Source: an optimization exercise on an open RTL-to-GDS flow (aim: small area and a short achievable clock period). Production flows keep margins and buffers that such runs may drop. Function was checked by simulation only, so behaviour that the tests miss may differ from the original. The clock port is modelled as an ideal driver, which makes a skipped or thinned clock tree look cheaper than it is; a real chip needs a root buffer or a tree. No activity file was given, so power comes from the tool's default toggle rates.

==> flow/design.v <==
module mul_radix2 #(
    parameter int BIT_WIDTH = 32
) (
    input  logic        clk,
    input  logic        rst,
    input  logic        start,
    input  logic [3:0]  data_in,
    output logic [3:0]  data_out,
    output logic        data_out_valid,
    output logic        result_complete,
    output logic        ready
);
    logic [2:0]  m;
    wire  s_idle = (ready & ~m[0]) | result_complete;
    wire  s_one  = ready & m[0];
    wire  s_recv = ~ready & ~data_out_valid;               
    wire  s_step = data_out_valid & ~result_complete;      
    always_ff @(posedge clk) begin
        if (rst) begin
            ready           <= 1'b1;
            data_out_valid  <= 1'b0;
            result_complete <= 1'b0;
            m               <= 3'd0;
        end else if (s_idle) begin
            ready           <= 1'b1;
            data_out_valid  <= 1'b0;
            result_complete <= 1'b0;
            m               <= {2'd0, start};
        end else if (s_one) begin
            ready           <= 1'b0;
            m               <= 3'd0;
        end else if (s_recv) begin
            if (m == 3'd7) data_out_valid <= 1'b1;
            m <= m + 3'd1;
        end else begin
            if (m == 3'd6) result_complete <= 1'b1;
            m <= m + 3'd1;
        end
    end
    wire a_en  = ~((s_recv & m[2] & m[1]) | s_step);
    wire stepn = (s_recv & m[2] & m[1]) | (s_step & ~(m[2] & m[1]));
    logic [31:0] a_n;      
    logic [27:0] s_reg;    
    logic [12:0] k_reg;    
    logic [1:0]  k0;       
    logic        one0, two0, neg0, one1, two1, neg1;
    wire xm1   = neg1;
    wire [2:0] g0 = {data_in[1], data_in[0], xm1};
    wire [2:0] g1 = {data_in[3], data_in[2], data_in[1]};
    wire n_one0 = stepn & (g0[1] ^ g0[0]);
    wire n_two0 = stepn & ((g0[2] & ~g0[1] & ~g0[0]) | (~g0[2] & g0[1] & g0[0]));
    wire n_neg0 = stepn & g0[2];
    wire n_one1 = stepn & (g1[1] ^ g1[0]);
    wire n_two1 = stepn & ((g1[2] & ~g1[1] & ~g1[0]) | (~g1[2] & g1[1] & g1[0]));
    wire n_neg1 = stepn & g1[2];
    wire [32:0] a_ext = {~a_n, 1'b0};
    always_ff @(posedge clk) begin
        if (a_en)
            a_n <= {~data_in, a_n[31:4]};
        one0 <= n_one0; two0 <= n_two0; neg0 <= n_neg0;
        one1 <= n_one1; two1 <= n_two1; neg1 <= n_neg1;
    end
    logic [31:0] r0, r1;
    always_comb begin
        for (int i = 0; i < 32; i++)
            r0[i] = ((one0 & a_ext[i+1]) | (two0 & a_ext[i])) ^ neg0;
        r1[0] = neg1;
        r1[1] = neg1;
        for (int i = 2; i < 32; i++)
            r1[i] = ((one1 & a_ext[i-1]) | (two1 & a_ext[i-2])) ^ neg1;
    end
    wire [31:0] x, yc;
    for (genvar i = 0; i < 28; i++) begin : g_csa
        mul_radix2_fa u_fa (.a(s_reg[i]), .b(r0[i]), .c(r1[i]), .s(x[i]), .co(yc[i]));
    end
    for (genvar i = 28; i < 31; i++) begin : g_csa_top
        mul_radix2_ha u_ha (.a(r0[i]), .b(r1[i]), .s(x[i]), .co(yc[i]));
    end
    assign x[31]  = r0[31] ^ r1[31];
    assign yc[31] = 1'b0;               
    wire [31:0] y  = {yc[30:0], neg1};      
    wire [5:0] nib = {2'd0, x[3:0]} + {2'd0, y[3:0]} + {4'd0, k0} + {5'd0, neg0}
                   + {3'd0, k_reg[0], 2'd0};
    wire [31:4] sum;
    wire [13:0] bc;                         
    wire [13:0] bm;                         
    for (genvar j = 0; j < 12; j++) begin : g_blk
        mul_radix2_fa u_lo (.a(x[2*j+4]), .b(y[2*j+4]), .c(k_reg[j+1]), .s(sum[2*j+4]), .co(bm[j]));
        mul_radix2_fa u_hi (.a(x[2*j+5]), .b(y[2*j+5]), .c(bm[j]), .s(sum[2*j+5]), .co(bc[j]));
    end
    mul_radix2_ha u_lo12 (.a(x[28]), .b(y[28]), .s(sum[28]), .co(bm[12]));
    mul_radix2_fa u_hi12 (.a(x[29]), .b(y[29]), .c(bm[12]), .s(sum[29]), .co(bc[12]));
    mul_radix2_ha u_lo13 (.a(x[30]), .b(y[30]), .s(sum[30]), .co(bm[13]));
    assign sum[31] = x[31] ^ y[31] ^ bm[13];
    assign bc[13]  = 1'b0;              
    always_ff @(posedge clk) begin
        s_reg    <= sum[31:4];
        k_reg    <= bc[12:0];
        k0       <= nib[5:4];
        data_out <= nib[3:0];
    end
endmodule
module mul_radix2_fa (
    input  logic a,
    input  logic b,
    input  logic c,
    output logic s,
    output logic co
);
    assign s  = a ^ b ^ c;
    assign co = (a & b) | (a & c) | (b & c);
endmodule
module mul_radix2_ha (
    input  logic a,
    input  logic b,
    output logic s,
    output logic co
);
    assign s  = a ^ b;
    assign co = a & b;
endmodule
export LEC_CHECK = 0
export ABC_AREA = 1
export CAP_MARGIN = 20
export CORE_MARGIN = 2
export CORE_UTILIZATION = 60
export SLEW_MARGIN = 20
export SYNTH_HIERARCHICAL = 1
export SYNTH_MINIMUM_KEEP_SIZE = 0
create_clock -name core_clock -period 10.0 [get_ports {clk}]
standard.sh (not shown) runs the stock make flow with config.mk's settings and CLKGATE_MAP_FILE= SYNTH_SCRIPT=/design/flow/synth_recipe.tcl, a recipe that flattens the netlist after the stock synthesis.
==> flow/flow/run.sh <==
#!/bin/bash
set -euo pipefail
export BUFFER_PORTS_ARGS="-buffer_cell sky130_fd_sc_hd__buf_2"
export CTS_ARGS="-sink_clustering_enable -repair_clock_nets -dont_use_dummy_load -buf_list sky130_fd_sc_hd__clkbuf_8"
export SETUP_SLACK_MARGIN=7.4
export POST_CTS_TCL="$(pwd)/flow/cts_post.tcl"
bash standard.sh > flow_standard.log 2>&1
==> flow/flow/cts_post.tcl <==
# Replace the H-tree that clock_tree_synthesis built with a flat tree: the clock port
# drives NGRP buffers, each driving the flip-flops of one region of the core.
set ngrp 4
set bufcell sky130_fd_sc_hd__clkbuf_16
set block [ord::get_db_block]
set db [ord::get_db]
set clk_net [$block findNet clk]

# the flip-flop clock pins and the clock buffers, by walking the clock nets from the port
set sinks {}
set bufs {}
set todo [list $clk_net]
set nets {}
while {[llength $todo]} {
  set net [lindex $todo 0]
  set todo [lrange $todo 1 end]
  lappend nets $net
  foreach it [$net getITerms] {
    if {[$it isOutputSignal]} { continue }
    set inst [$it getInst]
    set m [[$inst getMaster] getName]
    if {[string match "*clkbuf*" $m] || [string match "*clkinv*" $m] || [string match "*buf*" $m] || [string match "*inv*" $m]} {
      lappend bufs $inst
      foreach o [$inst getITerms] {
        if {[$o isOutputSignal] && [$o getNet] ne "NULL"} { lappend todo [$o getNet] }
      }
    } else {
      lappend sinks $it
    }
  }
}
puts "flat clock: [llength $sinks] sinks, removing [llength $bufs] buffers"
foreach it $sinks { $it disconnect }
foreach inst $bufs {
  foreach o [$inst getITerms] { if {[$o getNet] ne "NULL"} { $o disconnect } }
  odb::dbInst_destroy $inst
}
foreach net $nets { if {$net ne $clk_net} { odb::dbNet_destroy $net } }

# split the sinks into ngrp groups: by x into halves, then each half by y
proc sink_xy {it} {
  set b [[$it getInst] getBBox]
  return [list [expr {([$b xMin] + [$b xMax]) / 2}] [expr {([$b yMin] + [$b yMax]) / 2}]]
}
set pts {}
foreach it $sinks { lappend pts [concat [sink_xy $it] [list $it]] }
set byx [lsort -integer -index 0 $pts]
set half [expr {[llength $byx] / 2}]
set groups {}
foreach part [list [lrange $byx 0 [expr {$half - 1}]] [lrange $byx $half end]] {
  if {$ngrp == 4} {
    set byy [lsort -integer -index 1 $part]
    set h2 [expr {[llength $byy] / 2}]
    lappend groups [lrange $byy 0 [expr {$h2 - 1}]] [lrange $byy $h2 end]
  } else {
    lappend groups $part
  }
}
set master [$db findMaster $bufcell]
set g 0
foreach grp $groups {
  set sx 0; set sy 0
  foreach p $grp { incr sx [lindex $p 0]; incr sy [lindex $p 1] }
  set cx [expr {$sx / [llength $grp]}]
  set cy [expr {$sy / [llength $grp]}]
  set b [odb::dbInst_create $block $master "clkflat_$g"]
  $b setLocation $cx $cy
  $b setPlacementStatus PLACED
  set n [odb::dbNet_create $block "clkflat_net_$g"]
  $n setSigType CLOCK
  [$b findITerm A] connect $clk_net
  [$b findITerm X] connect $n
  foreach p $grp { [lindex $p 2] connect $n }
  puts "group $g: [llength $grp] sinks, buffer at $cx $cy"
  incr g
}
detailed_placement
estimate_parasitics -placement
report_checks -path_delay min_max -format end -group_path_count 3
report_clock_skew
Rerun with:
==> flow/flow/run.sh (replaced) <==
#!/bin/bash
# The standard layout (standard.sh) with three changes:
#  - the port buffers are plain buf_2 cells;
#  - the clock tree is flat: after CTS, flow/cts_post.tcl replaces the H-tree with
#    four clkbuf_16, one per quarter of the flip-flops, all driven by the clock port;
#  - repair_timing aims for a setup slack of 7.25 ns; the CTS step's own repair is
#    skipped and run in cts_post.tcl once the flat tree is in place.
# Each tool's output goes to the logs standard.sh writes under orfs/logs; the make
# output goes to flow_standard.log.
set -euo pipefail
export BUFFER_PORTS_ARGS="-buffer_cell sky130_fd_sc_hd__buf_2"
export CTS_ARGS="-sink_clustering_enable -repair_clock_nets -dont_use_dummy_load -buf_list sky130_fd_sc_hd__clkbuf_8"
export SETUP_SLACK_MARGIN=7.25
export SKIP_CTS_REPAIR_TIMING=1
export POST_CTS_TCL="$(pwd)/flow/cts_post.tcl"
bash standard.sh > flow_standard.log 2>&1
--- a/flow/flow/cts_post.tcl
+++ b/flow/flow/cts_post.tcl
@@ -79,2 +79,8 @@
 report_checks -path_delay min_max -format end -group_path_count 3
 report_clock_skew
+
+# setup repair against the flat tree (the CTS step's own repair is skipped)
+repair_timing_helper -setup
+detailed_placement
+estimate_parasitics -placement
+report_checks -path_delay max -format end -group_path_count 3
- CORE_UTILIZATION: 60 -> 75
Wire length is higher by about a fifth.
Cell count is lower by a few percent.
Hold slack gets better by 0.028 ns.
Cell area is lower slightly.
Synthesized cell count is unchanged.
Worst setup slack gets worse by 0.15 ns.
Maximum frequency is lower by a few percent.
Rerun with:
- CORE_UTILIZATION: 75 -> 50
Result: The changed run produced a clean layout; setup slack improved by 0.11 ns; design area is higher by 0.77%; via count shrinks by 7.2%; fmax is higher by 4.0%; power decreases by 0.52%; die area came out higher by 47%; sequential power is about the same; clock skew decreases by 0.0030 ns; hold slack degrades by 0.025 ns.
Rerun with:
==> flow/flow/run.sh (replaced) <==
#!/bin/bash
set -euo pipefail
export BUFFER_PORTS_ARGS="-buffer_cell sky130_fd_sc_hd__buf_2"
export CTS_ARGS="-sink_clustering_enable -repair_clock_nets -dont_use_dummy_load -buf_list sky130_fd_sc_hd__clkbuf_8"
export SETUP_SLACK_MARGIN=7.25
export SKIP_CTS_REPAIR_TIMING=1
export POST_CTS_TCL="$(pwd)/flow/cts_post.tcl"
bash standard.sh > flow_standard.log 2>&1
- CORE_UTILIZATION: 50 -> 60
What happened: The changed run went through all stages and came out clean; cell area decreases by a few percent; first-iteration DRC count decreases by a few percent; via count decreases by a few percent; final cell count decreases by a little under a tenth; setup slack gains 0.027 ns; total power is about the same.
In every run of this note, the design's own scripts or RTL, not TritonCTS, make the clock network.

port drivers added, routing unchanged:
Ports are ideal in the flow. The routed layouts listed here were re-timed in OpenROAD.
Step 1 (the two cells are an assumption about what drives the block):
set clk [get_ports {clk}]
set_driving_cell -lib_cell sky130_fd_sc_hd__clkbuf_16 $clk
set_driving_cell -lib_cell sky130_fd_sc_hd__buf_2 [delete_from_list [all_inputs] $clk]
Step 2 moves the port delays by t, midway between the first and last clock arrival at a register: inputs arrive t later, outputs are due t later. That takes back most of the time a late clock gives input paths.
Slacks: ideal ports / drivers / drivers and shift; pairs: ideal ports / drivers.
run | t (ns) | setup slack, ns | worst setup path after step 2
the first run | 0.235 | 7.336 / 7.292 / 7.336 | register to register
the second run | 0.232 | 7.182 / 7.182 / 7.182 | register to register
the third run | 0.234 | 7.290 / 7.230 / 7.290 | register to register
the fourth run | 0.233 | 7.318 / 7.236 / 7.347 | register to register
After both steps every run listed still meets setup and hold.
